This design comes from an exercise in tuning for a short achievable clock period on the open sky130 flow, not from production work. Only simulation tests tie the RTL to the original design; equivalence was not proved.

==> inputs of run K <==
==> flow/design.v (excerpt) <==
module OM_top(x,y,z,clk,nReset,xY,yX);
parameter Stage_all = 19;
parameter N = Stage_all - 3;
parameter WL = 2*N;
parameter WL_out = 2*Stage_all;
	input [WL-1:0] x;
	input [WL-1:2] y;
	output [WL_out-1:0] z;
	input clk;
	input nReset;
	input [(N+1)*(N-3)+8:0] xY;
	input [(N+1)*(N-3)+6:0] yX;
	reg [WL-1:0] x_reg;
	reg [WL-1:2] y_reg;
	reg [WL-1:0] z_reg;
	wire [WL-1:0] temp_z;
	function dec(input [1:0] dg, input b);
		dec = (dg[1] & ~dg[0] & b) | (~dg[1] & dg[0] & ~b);
	endfunction
	wire [2:0] Ws1;
	assign Ws1[0] = (x_reg[1] ^ x_reg[0]) & xY[0];
	assign Ws1[1] = (x_reg[0] & (xY[1] ^ xY[0])) | (x_reg[1] & xY[1]);
	assign Ws1[2] = (~xY[1] & xY[0] & x_reg[0]) | (xY[1] & x_reg[1]);
	wire [4:0] a2, d2, b2, s2;
	wire [5:0] h2;
	genvar i, j;
	generate
		for (i=0;i<5;i=i+1) begin:g2
			assign a2[i] = dec(x_reg[3:2], xY[2+(i<3?i:2)]);
			assign d2[i] = dec(y_reg[3:2], yX[(i<3?i:2)]);
		end
	endgenerate
	assign b2 = {Ws1, 2'b00};
	assign s2[0] = a2[0] ^ d2[0] ^ y_reg[2];
	wire [5:1] c2o;    
	assign c2o[1] = (a2[0] & d2[0]) | (a2[0] & y_reg[2]) | (d2[0] & y_reg[2]);
	assign h2[0] = 1'b0;
	generate
		for (i=1;i<5;i=i+1) begin:g2c
			wire s1 = a2[i] ^ b2[i];
			assign h2[i] = a2[i] & b2[i];
			assign s2[i] = s1 ^ d2[i] ^ h2[i-1];
			assign c2o[i+1] = (s1 & d2[i]) | (s1 & h2[i-1]) | (d2[i] & h2[i-1]);
		end
	endgenerate
	wire [5:0] Ws_s2 = {s2, 1'b0};
	wire [5:0] Wc_s2 = {c2o[4:1], x_reg[2], 1'b0};
  ...
Settings: LEC_CHECK=0, CAP_MARGIN=20, CORE_MARGIN=2, CORE_UTILIZATION=40, SLEW_MARGIN=20; clock period 22.0 ns.
standard.sh (not shown) runs the stock make flow with config.mk's settings and CLKGATE_MAP_FILE= SYNTH_SCRIPT=/design/flow/synth_recipe.tcl, a recipe that flattens the netlist after the stock synthesis.
==> flow/flow/run.sh <==
#!/bin/bash
set -euo pipefail
bash standard.sh ADDER_MAP_FILE= SETUP_SLACK_MARGIN=12 finish > standard_flow.log 2>&1
==> run E: changes against run K <==
==> flow/flow/run.sh (replaced) <==
#!/bin/bash
set -euo pipefail
W=$PWD
R=$W/orfs/results/sky130hd/OM_top/base
LIB=$FLOW_HOME/platforms/sky130hd/lib/sky130_fd_sc_hd__tt_025C_1v80.lib
DU=$(cat $W/flow/dont_use.txt)
bash standard.sh ADDER_MAP_FILE= $R/1_2_yosys.v > synth_flow.log 2>&1
cp $R/1_2_yosys.v $W/1_2_yosys_std.v
printf 'set_driving_cell sky130_fd_sc_hd__buf_1\nset_load 5\n' > $W/abc_resynth.constr
cat > $W/resynth.ys <<EOT
read_liberty -ignore_miss_func $LIB
setattr -mod -set keep_hierarchy 1 sky130_fd_sc_hd__df*
read_verilog $W/1_2_yosys_std.v
hierarchy -top OM_top
flatten
opt_clean -purge
delete A:keep_hierarchy
read_liberty -lib -nooverwrite $LIB
abc -script $W/flow/abc_delay.script -liberty $LIB $DU -constr $W/abc_resynth.constr -D 10 OM_top
opt_clean -purge
hilomap -singleton -hicell sky130_fd_sc_hd__conb_1 HI -locell sky130_fd_sc_hd__conb_1 LO OM_top
splitnets OM_top
insbuf -buf sky130_fd_sc_hd__buf_4 A X OM_top
opt_clean -purge
check -assert OM_top
stat -liberty $LIB OM_top
select OM_top
write_verilog -noattr -nohex -nodec -selected $W/1_2_yosys_resynth.v
EOT
yosys -l $W/resynth.log -s $W/resynth.ys > /dev/null 2>&1
cp $W/1_2_yosys_resynth.v $R/1_2_yosys.v
bash standard.sh ADDER_MAP_FILE= SETUP_SLACK_MARGIN=12 finish > standard_flow.log 2>&1
==> flow/flow/abc_delay.script (new file) <==
strash
dch -f
map -D 10
strash
dch -f
map -D 10
strash
dch -f
map -D 10
topo
==> flow/flow/dont_use.txt (new file) <==
-dont_use sky130_fd_sc_hd__probe_p_8 -dont_use sky130_fd_sc_hd__probec_p_8 -dont_use sky130_fd_sc_hd__lpflow_bleeder_1 -dont_use sky130_fd_sc_hd__lpflow_clkbufkapwr_1 -dont_use sky130_fd_sc_hd__lpflow_clkbufkapwr_16 -dont_use sky130_fd_sc_hd__lpflow_clkbufkapwr_2 -dont_use sky130_fd_sc_hd__lpflow_clkbufkapwr_4 -dont_use sky130_fd_sc_hd__lpflow_clkbufkapwr_8 -dont_use sky130_fd_sc_hd__lpflow_clkinvkapwr_1 -dont_use sky130_fd_sc_hd__lpflow_clkinvkapwr_16 -dont_use sky130_fd_sc_hd__lpflow_clkinvkapwr_2 -dont_use sky130_fd_sc_hd__lpflow_clkinvkapwr_4 -dont_use sky130_fd_sc_hd__lpflow_clkinvkapwr_8 -dont_use sky130_fd_sc_hd__lpflow_decapkapwr_12 -dont_use sky130_fd_sc_hd__lpflow_decapkapwr_3 -dont_use sky130_fd_sc_hd__lpflow_decapkapwr_4 -dont_use sky130_fd_sc_hd__lpflow_decapkapwr_6 -dont_use sky130_fd_sc_hd__lpflow_decapkapwr_8 -dont_use sky130_fd_sc_hd__lpflow_inputiso0n_1 -dont_use sky130_fd_sc_hd__lpflow_inputiso0p_1 -dont_use sky130_fd_sc_hd__lpflow_inputiso1n_1 -dont_use sky130_fd_sc_hd__lpflow_inputiso1p_1 -dont_use sky130_fd_sc_hd__lpflow_inputisolatch_1 -dont_use sky130_fd_sc_hd__lpflow_isobufsrc_1 -dont_use sky130_fd_sc_hd__lpflow_isobufsrc_16 -dont_use sky130_fd_sc_hd__lpflow_isobufsrc_2 -dont_use sky130_fd_sc_hd__lpflow_isobufsrc_4 -dont_use sky130_fd_sc_hd__lpflow_isobufsrc_8 -dont_use sky130_fd_sc_hd__lpflow_isobufsrckapwr_16 -dont_use sky130_fd_sc_hd__lpflow_lsbuf_lh_hl_isowell_tap_1 -dont_use sky130_fd_sc_hd__lpflow_lsbuf_lh_hl_isowell_tap_2 -dont_use sky130_fd_sc_hd__lpflow_lsbuf_lh_hl_isowell_tap_4 -dont_use sky130_fd_sc_hd__lpflow_lsbuf_lh_isowell_4 -dont_use sky130_fd_sc_hd__lpflow_lsbuf_lh_isowell_tap_1 -dont_use sky130_fd_sc_hd__lpflow_lsbuf_lh_isowell_tap_2 -dont_use sky130_fd_sc_hd__lpflow_lsbuf_lh_isowell_tap_4 -dont_use sky130_fd_sc_hd__fill_1 -dont_use sky130_fd_sc_hd__fill_2 -dont_use sky130_fd_sc_hd__fill_4 -dont_use sky130_fd_sc_hd__fill_8 
==> comparison <==
- In run E the utilization is lower than in run K, by 1.7 points.
- Against run E, the worst hold slack of run K is better by 0.049 ns.
- In run E the global-route usage is higher than in run K, by 5.1 points.

========
==> try-lagoon <==
Starting RTL as in the previous note.
clock: 22.0 ns
lec_check: 0
cap_margin: 20
core_margin: 2
core_utilization: 60
slew_margin: 20
==> flow/flow/run.sh <==
#!/bin/bash
set -euo pipefail
bash standard.sh ADDER_MAP_FILE= SETUP_SLACK_MARGIN=12 finish > standard_flow.log 2>&1
==> inputs of try-tundra, as changes to try-lagoon <==
==> flow/flow/run.sh (replaced) <==
#!/bin/bash
set -euo pipefail
bash standard.sh ADDER_MAP_FILE= finish > standard_flow.log 2>&1
- CORE_UTILIZATION: 60 -> 40
==> inputs of try-cedar, as changes to try-lagoon <==
==> flow/flow/run.sh (replaced) <==
#!/bin/bash
set -euo pipefail
W=$PWD
R=$W/orfs/results/sky130hd/OM_top/base
LIB=$FLOW_HOME/platforms/sky130hd/lib/sky130_fd_sc_hd__tt_025C_1v80.lib
DU=$(cat $W/flow/dont_use.txt)
bash standard.sh ADDER_MAP_FILE= $R/1_2_yosys.v > synth_flow.log 2>&1
cp $R/1_2_yosys.v $W/1_2_yosys_std.v
printf 'set_driving_cell sky130_fd_sc_hd__buf_1\nset_load 5\n' > $W/abc_resynth.constr
cat > $W/resynth.ys <<EOT
read_liberty -ignore_miss_func $LIB
setattr -mod -set keep_hierarchy 1 sky130_fd_sc_hd__df*
read_verilog $W/1_2_yosys_std.v
hierarchy -top OM_top
flatten
opt_clean -purge
delete A:keep_hierarchy
read_liberty -lib -nooverwrite $LIB
abc -script $W/flow/abc_delay.script -liberty $LIB $DU -constr $W/abc_resynth.constr -D 10 OM_top
opt_clean -purge
hilomap -singleton -hicell sky130_fd_sc_hd__conb_1 HI -locell sky130_fd_sc_hd__conb_1 LO OM_top
splitnets OM_top
insbuf -buf sky130_fd_sc_hd__buf_4 A X OM_top
opt_clean -purge
check -assert OM_top
stat -liberty $LIB OM_top
select OM_top
write_verilog -noattr -nohex -nodec -selected $W/1_2_yosys_resynth.v
EOT
yosys -l $W/resynth.log -s $W/resynth.ys > /dev/null 2>&1
cp $W/1_2_yosys_resynth.v $R/1_2_yosys.v
bash standard.sh ADDER_MAP_FILE= SETUP_SLACK_MARGIN=12 SETUP_MOVE_SEQUENCE=unbuffer,sizeup,swap,clone finish > standard_flow.log 2>&1
==> flow/flow/abc_delay.script (new file) <==
strash
dch -f
map -D 10
strash
dch -f
map -D 10
strash
dch -f
map -D 10
topo
buffer -c
upsize -c
dnsize -c
==> flow/flow/dont_use.txt (new file) <==
-dont_use sky130_fd_sc_hd__probe_p_8 -dont_use sky130_fd_sc_hd__probec_p_8 -dont_use sky130_fd_sc_hd__lpflow_bleeder_1 -dont_use sky130_fd_sc_hd__lpflow_clkbufkapwr_1 -dont_use sky130_fd_sc_hd__lpflow_clkbufkapwr_16 -dont_use sky130_fd_sc_hd__lpflow_clkbufkapwr_2 -dont_use sky130_fd_sc_hd__lpflow_clkbufkapwr_4 -dont_use sky130_fd_sc_hd__lpflow_clkbufkapwr_8 -dont_use sky130_fd_sc_hd__lpflow_clkinvkapwr_1 -dont_use sky130_fd_sc_hd__lpflow_clkinvkapwr_16 -dont_use sky130_fd_sc_hd__lpflow_clkinvkapwr_2 -dont_use sky130_fd_sc_hd__lpflow_clkinvkapwr_4 -dont_use sky130_fd_sc_hd__lpflow_clkinvkapwr_8 -dont_use sky130_fd_sc_hd__lpflow_decapkapwr_12 -dont_use sky130_fd_sc_hd__lpflow_decapkapwr_3 -dont_use sky130_fd_sc_hd__lpflow_decapkapwr_4 -dont_use sky130_fd_sc_hd__lpflow_decapkapwr_6 -dont_use sky130_fd_sc_hd__lpflow_decapkapwr_8 -dont_use sky130_fd_sc_hd__lpflow_inputiso0n_1 -dont_use sky130_fd_sc_hd__lpflow_inputiso0p_1 -dont_use sky130_fd_sc_hd__lpflow_inputiso1n_1 -dont_use sky130_fd_sc_hd__lpflow_inputiso1p_1 -dont_use sky130_fd_sc_hd__lpflow_inputisolatch_1 -dont_use sky130_fd_sc_hd__lpflow_isobufsrc_1 -dont_use sky130_fd_sc_hd__lpflow_isobufsrc_16 -dont_use sky130_fd_sc_hd__lpflow_isobufsrc_2 -dont_use sky130_fd_sc_hd__lpflow_isobufsrc_4 -dont_use sky130_fd_sc_hd__lpflow_isobufsrc_8 -dont_use sky130_fd_sc_hd__lpflow_isobufsrckapwr_16 -dont_use sky130_fd_sc_hd__lpflow_lsbuf_lh_hl_isowell_tap_1 -dont_use sky130_fd_sc_hd__lpflow_lsbuf_lh_hl_isowell_tap_2 -dont_use sky130_fd_sc_hd__lpflow_lsbuf_lh_hl_isowell_tap_4 -dont_use sky130_fd_sc_hd__lpflow_lsbuf_lh_isowell_4 -dont_use sky130_fd_sc_hd__lpflow_lsbuf_lh_isowell_tap_1 -dont_use sky130_fd_sc_hd__lpflow_lsbuf_lh_isowell_tap_2 -dont_use sky130_fd_sc_hd__lpflow_lsbuf_lh_isowell_tap_4 -dont_use sky130_fd_sc_hd__fill_1 -dont_use sky130_fd_sc_hd__fill_2 -dont_use sky130_fd_sc_hd__fill_4 -dont_use sky130_fd_sc_hd__fill_8 
- CORE_UTILIZATION: 60 -> 40
==> comparison <==
try-tundra completed without violations. try-lagoon did not get past global routing, error GRT-0232. try-cedar finished clean.
Between try-cedar and try-lagoon, the lower synthesized cell count is in try-lagoon (gap 88%, measured against try-lagoon).
Of try-tundra and try-cedar, try-tundra has the higher sequential share of layout area (gap 2.5 points).
Between try-cedar and try-tundra, the lower clock skew is in try-cedar (gap 0.0065 ns).
Flip-flop and latch count is the same in try-tundra and try-cedar.
Final cell count: try-tundra is smaller than try-cedar (about 40%).
The first-iteration DRC count of try-cedar is 2.9 times that of try-tundra.
Of try-cedar and try-tundra, try-cedar has the higher fmax (gap 34%, measured against try-tundra).
In count of clock-buffer cells in the layout, try-cedar and try-tundra do not differ.

========
==> 03-01: inputs <==
Starting RTL as in the previous note.
Settings: LEC_CHECK=0, CAP_MARGIN=20, CORE_MARGIN=2, CORE_UTILIZATION=40, GPL_ROUTABILITY_DRIVEN=0, SLEW_MARGIN=20; clock period 22.0 ns.
==> flow/flow/run.sh <==
#!/bin/bash
set -euo pipefail
W=$PWD
R=$W/orfs/results/sky130hd/OM_top/base
LIB=$FLOW_HOME/platforms/sky130hd/lib/sky130_fd_sc_hd__tt_025C_1v80.lib
DU=$(cat $W/flow/dont_use.txt)
bash standard.sh ADDER_MAP_FILE= $R/1_2_yosys.v > synth_flow.log 2>&1
cp $R/1_2_yosys.v $W/1_2_yosys_std.v
printf 'set_driving_cell sky130_fd_sc_hd__buf_1\nset_load 5\n' > $W/abc_resynth.constr
cat > $W/resynth.ys <<EOT
read_liberty -ignore_miss_func $LIB
setattr -mod -set keep_hierarchy 1 sky130_fd_sc_hd__df*
read_verilog $W/1_2_yosys_std.v
hierarchy -top OM_top
flatten
opt_clean -purge
delete A:keep_hierarchy
read_liberty -lib -nooverwrite $LIB
abc -script $W/flow/abc_delay.script -liberty $LIB $DU -constr $W/abc_resynth.constr -D 10 OM_top
opt_clean -purge
hilomap -singleton -hicell sky130_fd_sc_hd__conb_1 HI -locell sky130_fd_sc_hd__conb_1 LO OM_top
splitnets OM_top
insbuf -buf sky130_fd_sc_hd__buf_4 A X OM_top
opt_clean -purge
check -assert OM_top
stat -liberty $LIB OM_top
select OM_top
write_verilog -noattr -nohex -nodec -selected $W/1_2_yosys_resynth.v
EOT
yosys -l $W/resynth.log -s $W/resynth.ys > /dev/null 2>&1
cp $W/1_2_yosys_resynth.v $R/1_2_yosys.v
bash standard.sh ADDER_MAP_FILE= SETUP_SLACK_MARGIN=12 finish > standard_flow.log 2>&1
==> flow/flow/abc_delay.script <==
strash
dch -f
map -D 10
strash
dch -f
map -D 10
strash
dch -f
map -D 10
topo
buffer -c
upsize -c
dnsize -c
Other scripts of this flow, unchanged in this note and not shown: flow/flow/dont_use.txt
==> inputs of 03-13, as changes to 03-01 <==
==> flow/flow/abc_delay.script (replaced) <==
&get -n
&st
&b -d
&syn2
&dch -f
&if -g -K 6
&sopb
&dsdb
&synch2
&nf
&st
&b -d
&dch -f
&if -g -K 6
&sopb
&synch2
&nf
&st
&syn2
&if -g -K 6
&synch2
&nf
&st
&syn2
&if -g -K 6
&synch2
&nf
&put
buffer -c
topo
stime -c
upsize -c
dnsize -c
--- a/flow/config.mk
+++ b/flow/config.mk
@@ -10,3 +10,2 @@
 export CORE_UTILIZATION = 40
-export GPL_ROUTABILITY_DRIVEN = 0
 export SLEW_MARGIN = 20
==> inputs of 02-09, as changes to 03-01 <==
--- a/flow/flow/run.sh
+++ b/flow/flow/run.sh
@@ -31,2 +31,4 @@
 cp $W/1_2_yosys_resynth.v $R/1_2_yosys.v
-bash standard.sh ADDER_MAP_FILE= SETUP_SLACK_MARGIN=12 finish > standard_flow.log 2>&1
+# The layout also leaves out the platform's delay cells (dlygate, dlymetal, clkdlybuf),
+# which the resizer otherwise sometimes picks as the port buffer on the critical input path.
+bash standard.sh ADDER_MAP_FILE= SETUP_SLACK_MARGIN=12 "DONT_USE_CELLS=$(cat $W/flow/layout_dont_use.txt)" finish > standard_flow.log 2>&1
==> flow/flow/layout_dont_use.txt (new file) <==
sky130_fd_sc_hd__probe_p_8 sky130_fd_sc_hd__probec_p_8 sky130_fd_sc_hd__lpflow_bleeder_1 sky130_fd_sc_hd__lpflow_clkbufkapwr_1 sky130_fd_sc_hd__lpflow_clkbufkapwr_16 sky130_fd_sc_hd__lpflow_clkbufkapwr_2 sky130_fd_sc_hd__lpflow_clkbufkapwr_4 sky130_fd_sc_hd__lpflow_clkbufkapwr_8 sky130_fd_sc_hd__lpflow_clkinvkapwr_1 sky130_fd_sc_hd__lpflow_clkinvkapwr_16 sky130_fd_sc_hd__lpflow_clkinvkapwr_2 sky130_fd_sc_hd__lpflow_clkinvkapwr_4 sky130_fd_sc_hd__lpflow_clkinvkapwr_8 sky130_fd_sc_hd__lpflow_decapkapwr_12 sky130_fd_sc_hd__lpflow_decapkapwr_3 sky130_fd_sc_hd__lpflow_decapkapwr_4 sky130_fd_sc_hd__lpflow_decapkapwr_6 sky130_fd_sc_hd__lpflow_decapkapwr_8 sky130_fd_sc_hd__lpflow_inputiso0n_1 sky130_fd_sc_hd__lpflow_inputiso0p_1 sky130_fd_sc_hd__lpflow_inputiso1n_1 sky130_fd_sc_hd__lpflow_inputiso1p_1 sky130_fd_sc_hd__lpflow_inputisolatch_1 sky130_fd_sc_hd__lpflow_isobufsrc_1 sky130_fd_sc_hd__lpflow_isobufsrc_16 sky130_fd_sc_hd__lpflow_isobufsrc_2 sky130_fd_sc_hd__lpflow_isobufsrc_4 sky130_fd_sc_hd__lpflow_isobufsrc_8 sky130_fd_sc_hd__lpflow_isobufsrckapwr_16 sky130_fd_sc_hd__lpflow_lsbuf_lh_hl_isowell_tap_1 sky130_fd_sc_hd__lpflow_lsbuf_lh_hl_isowell_tap_2 sky130_fd_sc_hd__lpflow_lsbuf_lh_hl_isowell_tap_4 sky130_fd_sc_hd__lpflow_lsbuf_lh_isowell_4 sky130_fd_sc_hd__lpflow_lsbuf_lh_isowell_tap_1 sky130_fd_sc_hd__lpflow_lsbuf_lh_isowell_tap_2 sky130_fd_sc_hd__lpflow_lsbuf_lh_isowell_tap_4 sky130_fd_sc_hd__fill_1 sky130_fd_sc_hd__fill_2 sky130_fd_sc_hd__fill_4 sky130_fd_sc_hd__fill_8 sky130_fd_sc_hd__clkdlybuf4s15_1 sky130_fd_sc_hd__clkdlybuf4s15_2 sky130_fd_sc_hd__clkdlybuf4s18_1 sky130_fd_sc_hd__clkdlybuf4s18_2 sky130_fd_sc_hd__clkdlybuf4s25_1 sky130_fd_sc_hd__clkdlybuf4s25_2 sky130_fd_sc_hd__clkdlybuf4s50_1 sky130_fd_sc_hd__clkdlybuf4s50_2 sky130_fd_sc_hd__dlygate4sd1_1 sky130_fd_sc_hd__dlygate4sd2_1 sky130_fd_sc_hd__dlygate4sd3_1 sky130_fd_sc_hd__dlymetal6s2s_1 sky130_fd_sc_hd__dlymetal6s4s_1 sky130_fd_sc_hd__dlymetal6s6s_1 
--- a/flow/config.mk
+++ b/flow/config.mk
@@ -10,3 +10,2 @@
 export CORE_UTILIZATION = 40
-export GPL_ROUTABILITY_DRIVEN = 0
 export SLEW_MARGIN = 20
==> flow_summary.toml <==
[run_status]
run_status = "no timing/DRC/antenna violations"

[sta]
fin_skew_ns = 0.0242
final.setup.worst_slack_ns = 11.10

[layout]
area.share.sequential_pct = 5.71
most-common-layout-cells = "nand2_1, nand3_1, clkdlybuf4s50_1"
diodes = 32
multi_input_area_share_pct = 69.9
n_multi_input_combinational_cell = 4796

[worst_hold_path]
worst_min_delay_path_startpoint = "x_reg[2]"

[detailed_routing]
met2RoutedLength_um = 57900
viasPerCell = 5.97

[worst_setup_path]
timing.critical_path.arrival_ns = 11.25
[end of results for 03-01]
==> flow_summary.toml <==
[run_status]
run_status = "no timing/DRC/antenna violations"

[worst_setup_path]
timing.critical_path.arrival_ns = 13.44

[sta]
final.setup.worst_slack_ns = 8.82
fin_skew_ns = 0.0288

[placement]
io_buffer_count = 478

[detailed_routing]
viasPerCell = 5.33
met2RoutedLength_um = 38200

[layout]
area.share.sequential_pct = 7.36
filler_cell_count = 5069
diodes = 19
most-common-layout-cells = "clkdlybuf4s50_1, nor2_1, nand2_1"
multi_input_area_share_pct = 68.7

[worst_hold_path]
worst_min_delay_path_startpoint = "y_reg[30]"
[end of results for 03-13]
==> flow_summary.toml <==
[run_status]
run_status = "no timing/DRC/antenna violations"

[layout]
n_multi_input_combinational_cell = 4794
multi_input_area_share_pct = 76.3
area.share.sequential_pct = 6.55
diodes = 36
most-common-layout-cells = "nand2_1, nand3_1, buf_1"

[detailed_routing]
viasPerCell = 5.91
met2RoutedLength_um = 53700

[worst_setup_path]
timing.critical_path.arrival_ns = 11.24

[sta]
fin_skew_ns = 0.0259

[worst_hold_path]
worst_min_delay_path_startpoint = "x_reg[2]"
[end of results for 02-09]

re-timing with driven ports:
Ports are ideal in the flow. The routed layouts listed here were re-timed in OpenROAD. Step 1 (the two cells are an assumption about what drives the block):
set clk [get_ports {clk}]
set_driving_cell -lib_cell sky130_fd_sc_hd__clkbuf_16 $clk
set_driving_cell -lib_cell sky130_fd_sc_hd__buf_2 [delete_from_list [all_inputs] $clk]
Step 2 adds t to the input delays and takes it off the output delays; t is the mean of the earliest and latest rising clock arrival at the registers after step 1. Input paths then give back, and output paths get back, about the clock's delay inside the block. a / b / c = no drivers / after step 1 / after step 2; a / b = the first two.
run | t (ns) | setup WS [ns] | hold WS [ns] | latest minus earliest clock arrival (ns) | slew at the worst register clock pin (ns)
run K | 0.453 | 8.668 / 8.697 / 8.244 | 1.206 / 1.206 / 1.206 | 0.026 / 0.026 | 0.10 / 0.10
run E | 0.474 | 11.009 / 11.023 / 10.549 | 1.157 / 1.157 / 1.157 | 0.026 / 0.026 | 0.10 / 0.10
try-tundra | 0.462 | 7.295 / 7.326 / 6.865 | 1.156 / 1.156 / 1.156 | 0.032 / 0.031 | 0.11 / 0.11
try-cedar | 0.479 | 11.025 / 11.062 / 10.584 | 1.166 / 1.166 / 1.166 | 0.025 / 0.025 | 0.10 / 0.10
03-01 | 0.478 | 11.100 / 11.118 / 10.640 | 1.188 / 1.188 / 1.188 | 0.024 / 0.024 | 0.10 / 0.10
03-13 | 0.455 | 8.824 / 8.845 / 8.390 | 1.085 / 1.085 / 1.085 | 0.029 / 0.028 | 0.10 / 0.10
02-09 | 0.474 | 11.057 / 11.106 / 10.632 | 1.186 / 1.186 / 1.186 | 0.026 / 0.026 | 0.09 / 0.09
After both steps every run listed still meets setup and hold.
